Context: an optimization exercise on an open-source flow, tuned for small area and a short achievable clock period. The choices shown serve that exercise and are no tape-out recipe. Where RTL was checked, it was by simulation tests only, not by an equivalence proof against the original.

Setup of run 1:
Design Dot_product, start of the top module:
module Dot_product(in, clk, reset, en, out, sel, done, ready);
For scale: roughly 2400 cells after synthesis, ~73 I/O pins, roughly 0.032 mm2 of cells after synthesis.
clock: 27.0 ns
lec_check: 0
cap_margin: 20
core_margin: 2
core_utilization: 65
cts_buf_list: sky130_fd_sc_hd__clkbuf_8
slew_margin: 20
synth_hierarchical: 1
synth_minimum_keep_size: 0
standard.sh (not shown) runs the stock make flow with config.mk's settings and CLKGATE_MAP_FILE= SYNTH_SCRIPT=/design/flow/synth_recipe.tcl, a recipe that flattens the netlist after the stock synthesis.
==> flow/flow/run.sh <==
#!/bin/bash
# Standard ORFS layout, with timing repair aimed below the achieved period
# (repair margin) and fast port buffers.  Each make run logs to its own file
# here; ORFS keeps every tool's log under orfs/logs/.
set -euo pipefail
bash standard.sh finish \
  SETUP_SLACK_MARGIN=18.7 \
  "BUFFER_PORTS_ARGS=-buffer_cell sky130_fd_sc_hd__buf_4" \
  > make_finish.log 2>&1
Run 1 reached the final stage; the timing, design-rule and antenna checks on its layout passed.
Setup changes, run 1 to run 2
Settings: changing CTS_BUF_LIST from sky130_fd_sc_hd__clkbuf_8 to sky130_fd_sc_hd__clkbuf_4.
-- flow/flow/run.sh --
<<< run 1, line 6
bash standard.sh finish \
  SETUP_SLACK_MARGIN=18.7 \
  "BUFFER_PORTS_ARGS=-buffer_cell sky130_fd_sc_hd__buf_4" \
>>> run 2, line 6
bash standard.sh finish \
  SETUP_SLACK_MARGIN=19 \
  "BUFFER_PORTS_ARGS=-buffer_cell sky130_fd_sc_hd__buf_4" \
## What came out
Run 2: no failed stages, no open violations at the end
On via count, run 1 beats run 2.
Run 1 -> run 2: number of cells upsized or downsized after cts increased by more than 100%
[compare] base=run 1 new=run 2: post-CTS setup buffer count grew by 36, post-route standard cell area excluding fillers grew by 5.3%.
Modified inputs, run 3 compared to run 2
Settings: CTS_BUF_LIST: sky130_fd_sc_hd__clkbuf_4 -> sky130_fd_sc_hd__clkbuf_8.
-- flow/flow/run.sh --
<<< run 2, line 6
bash standard.sh finish \
  SETUP_SLACK_MARGIN=19 \
  "BUFFER_PORTS_ARGS=-buffer_cell sky130_fd_sc_hd__buf_4" \
>>> run 3, line 6
bash standard.sh finish \
  SETUP_SLACK_MARGIN=18 \
  "BUFFER_PORTS_ARGS=-buffer_cell sky130_fd_sc_hd__buf_4" \
Status | run 3 and run 2 | clean. Fraction of layout instances using a drive strength above 1 (higher): run 2. Higher number of H-tree levels goes to run 2 over run 3. Run 3 vs run 2: global-route total usage across every layer down.

Another version of the RTL of Dot_product (not shown whole).
Size: ~360 flip-flops, roughly 73 I/O pins, about 32000 um^2 of cells after synthesis.
==> flow/design.v (excerpt) <==
module Dot_product(in, clk, reset, en, out, sel, done, ready);
Settings: LEC_CHECK=0, CAP_MARGIN=20, CORE_MARGIN=2, CORE_UTILIZATION=65, CTS_BUF_LIST=sky130_fd_sc_hd__clkbuf_8, SLEW_MARGIN=20, SYNTH_HIERARCHICAL=1, SYNTH_MINIMUM_KEEP_SIZE=0; clock period 27.0 ns.
==> flow/flow/run.sh <==
#!/bin/bash
# Standard ORFS layout, with timing repair aimed below the achieved period
# (repair margin) and fast port buffers.  Each make run logs to its own file
# here; ORFS keeps every tool's log under orfs/logs/.
set -euo pipefail
bash standard.sh finish \
  SETUP_SLACK_MARGIN=18.6 \
  "BUFFER_PORTS_ARGS=-buffer_cell sky130_fd_sc_hd__buf_4" \
  > make_finish.log 2>&1
==> next run, changes <==
--- a/flow/flow/run.sh
+++ b/flow/flow/run.sh
@@ -6,3 +6,3 @@
 bash standard.sh finish \
-  SETUP_SLACK_MARGIN=18.6 \
+  SETUP_SLACK_MARGIN=18.5 \
   "BUFFER_PORTS_ARGS=-buffer_cell sky130_fd_sc_hd__buf_4" \
Hold slack gets better by 0.14 ns.
Non-clock buffer count is lower by 76.
Design area came out lower by 2.8%.
==> next run, changes <==
- CORE_UTILIZATION: 65 -> 78
After rerunning:
- The changed run produced a clean layout
- routed wire length came out higher by 14%
- final cell count came out lower by 1.7%
- setup slack gets worse by 0.10 ns
- final area came out higher by 0.75%
- die area came out lower by 16%
- first-iteration DRC count came out higher by 53%
- clock-buffer cell count came out lower by 2
- register-to-register slack gets better by 0.15 ns
==> next run, changes <==
- CORE_UTILIZATION: 78 -> 65
- CTS_BUF_LIST: sky130_fd_sc_hd__clkbuf_8 -> sky130_fd_sc_hd__clkbuf_16
- CTS_CLUSTER_DIAMETER: default -> 60
- CTS_CLUSTER_SIZE: default -> 24
The changed run completed without violations.
Die area rose by 20%.
Via count fell by 7.8%.
Cell area rose by 0.83%.
Area after synthesis does not change.
Count of clock-buffer cells in the layout fell by 28.

Dot_product, a different RTL version from the one above (not shown whole).
Size in the first run: roughly 2400 cells after synthesis, ~360 flip-flops, about 73 I/O pins.
clock: 27.0 ns
lec_check: 0
cap_margin: 20
core_margin: 2
core_utilization: 65
slew_margin: 20
synth_hierarchical: 1
synth_minimum_keep_size: 0
==> flow/flow/run.sh <==
#!/bin/bash
# Standard ORFS layout, with timing repair aimed below the achieved period
# (repair margin) and fast port buffers.  Each make run logs to its own file
# here; ORFS keeps every tool's log under orfs/logs/.
set -euo pipefail
bash standard.sh finish \
  SETUP_SLACK_MARGIN=18.5 \
  "BUFFER_PORTS_ARGS=-buffer_cell sky130_fd_sc_hd__buf_4" \
  > make_finish.log 2>&1
==> next run, changes <==
==> flow/run.sh (new file) <==
#!/bin/bash
# synth_recipe.tcl (not shown) runs the flow's synth.tcl, then flattens the netlist and writes it again
# the make line also repeats each setting of config.mk as NAME=value (left out here)
make -C /OpenROAD-flow-scripts/flow DESIGN_CONFIG=/design/flow/config.mk WORK_HOME=/design/flow/orfs CLKGATE_MAP_FILE= SYNTH_SCRIPT=/design/flow/synth_recipe.tcl finish
removed: flow/flow/run.sh
removed: flow/standard.sh
The new run completed without violations.
Design area fell by 5.0%.
Hold slack is worse by 0.16 ns.
Clock skew stays flat.
Global-route usage shrinks by 0.84 points.
Function was not checked in any run of this note: the RTL went through the layout flow alone.

## run A
RTL: one of the versions met above, not the one the previous note started from.
Size: roughly 73 I/O pins.
export LEC_CHECK = 0
export CAP_MARGIN = 20
export CORE_MARGIN = 2
export CORE_UTILIZATION = 65
export CTS_BUF_LIST = sky130_fd_sc_hd__clkbuf_8
export CTS_CLUSTER_DIAMETER = 60
export CTS_CLUSTER_SIZE = 16
export SLEW_MARGIN = 20
export SYNTH_HIERARCHICAL = 1
export SYNTH_MINIMUM_KEEP_SIZE = 0
create_clock -name core_clock -period 27.0 [get_ports {clk}]
==> flow/flow/run.sh <==
#!/bin/bash
# Standard ORFS layout, with timing repair aimed below the achieved period
# (repair margin) and fast port buffers.  Each make run logs to its own file
# here; ORFS keeps every tool's log under orfs/logs/.
set -euo pipefail
bash standard.sh finish \
  SETUP_SLACK_MARGIN=18.5 \
  "BUFFER_PORTS_ARGS=-buffer_cell sky130_fd_sc_hd__buf_4" \
  > make_finish.log 2>&1
Setup changes, run A to run B
--- a/flow/flow/run.sh
+++ b/flow/flow/run.sh
@@ -6,4 +6,4 @@
 bash standard.sh finish \
   SETUP_SLACK_MARGIN=18.5 \
-  "BUFFER_PORTS_ARGS=-buffer_cell sky130_fd_sc_hd__buf_4" \
+  "BUFFER_PORTS_ARGS=-buffer_cell sky130_fd_sc_hd__buf_2" \
   > make_finish.log 2>&1
--- a/flow/config.mk
+++ b/flow/config.mk
@@ -10,6 +10,4 @@
 export CORE_UTILIZATION = 65
 export CTS_BUF_LIST = sky130_fd_sc_hd__clkbuf_8
-export CTS_CLUSTER_DIAMETER = 60
-export CTS_CLUSTER_SIZE = 16
 export SLEW_MARGIN = 20
 export SYNTH_HIERARCHICAL = 1
## What came out
Run A ended up with in[19] as its first element of the critical path; run B ended up with in[20].
Core area delta (run A -> run B): insignificant
The final reports for run B and run A show wire length higher in the former.
Netlist area before placement: run A vs run B, no meaningful difference
Compared with run A, in run B global placer's final weighted congestion higher; fill cell instance count of the final layout lower; maximum net fanout on the critical path roughly the same; multiplexer fraction of the synthesized cell area roughly the same.
Against run A, run B comes in 1 higher on count of instances resized after the clock tree is built.
Cmp run A and run B / worst setup slack / lower: run A
Compared run B vs run A, and fraction of standard cell area in multi-input logic is down in run B.

==> afterwards: timing with drivers on the ports <==
The flow's constraints put no driver on any port. The routed layouts listed below were extracted and timed again, unchanged, in two steps. Step 1 sets driving cells, clkbuf_16 on the clock port and buf_2 on the other inputs (assumed; they add their load-dependent delay and slew). Step 2 times the ports against the registers' clock, not the clock port: input delays grow and output delays shrink by t, the midpoint of the rising clock arrivals with the driver on. a / b / c = ideal ports / drivers / drivers and shift; a / b = the first two.
| run | shift t [ns] | setup WS [ns] | worst setup path after step 2 | clock arrival spread, ns | pins driven straight from the clock port |
|---|---|---|---|---|---|
| run 1 | 0.732 | 18.529 / 18.498 / 17.767 | input to register | 0.058 / 0.059 | 1 |
| run 2 | 0.921 | 18.661 / 18.636 / 17.715 | input to register | 0.068 / 0.068 | 1 |
| run 3 | 0.722 | 18.024 / 18.036 / 17.314 | input to register | 0.033 / 0.033 | 1 |
| the first run of note 2 | 0.750 | 18.549 / 18.552 / 17.802 | input to register | 0.070 / 0.071 | 1 |
| the second run of note 2 | 0.739 | 18.540 / 18.543 / 17.804 | input to register | 0.061 / 0.060 | 1 |
| the third run of note 2 | 0.762 | 18.437 / 18.453 / 17.692 | input to register | 0.071 / 0.071 | 1 |
| the fourth run of note 2 | 0.673 | 18.435 / 18.432 / 17.759 | input to register | 0.023 / 0.024 | 1 |
| the first run of note 3 | 0.631 | 18.447 / 18.386 / 17.799 | input to register | 0.031 / 0.032 | 1 |
| the second run of note 3 | 0.644 | 17.421 / 17.456 / 16.812 | input to register | 0.030 / 0.030 | 1 |
| run A | 0.685 | 18.442 / 18.460 / 17.775 | input to register | 0.032 / 0.032 | 1 |
| run B | 0.738 | 18.495 / 18.508 / 17.770 | input to register | 0.037 / 0.037 | 1 |
After both steps setup and hold are still met in every run listed. The setup slack of run 2, which loses most, moves by -0.025 ns with the drivers and by -0.946 ns with both steps.
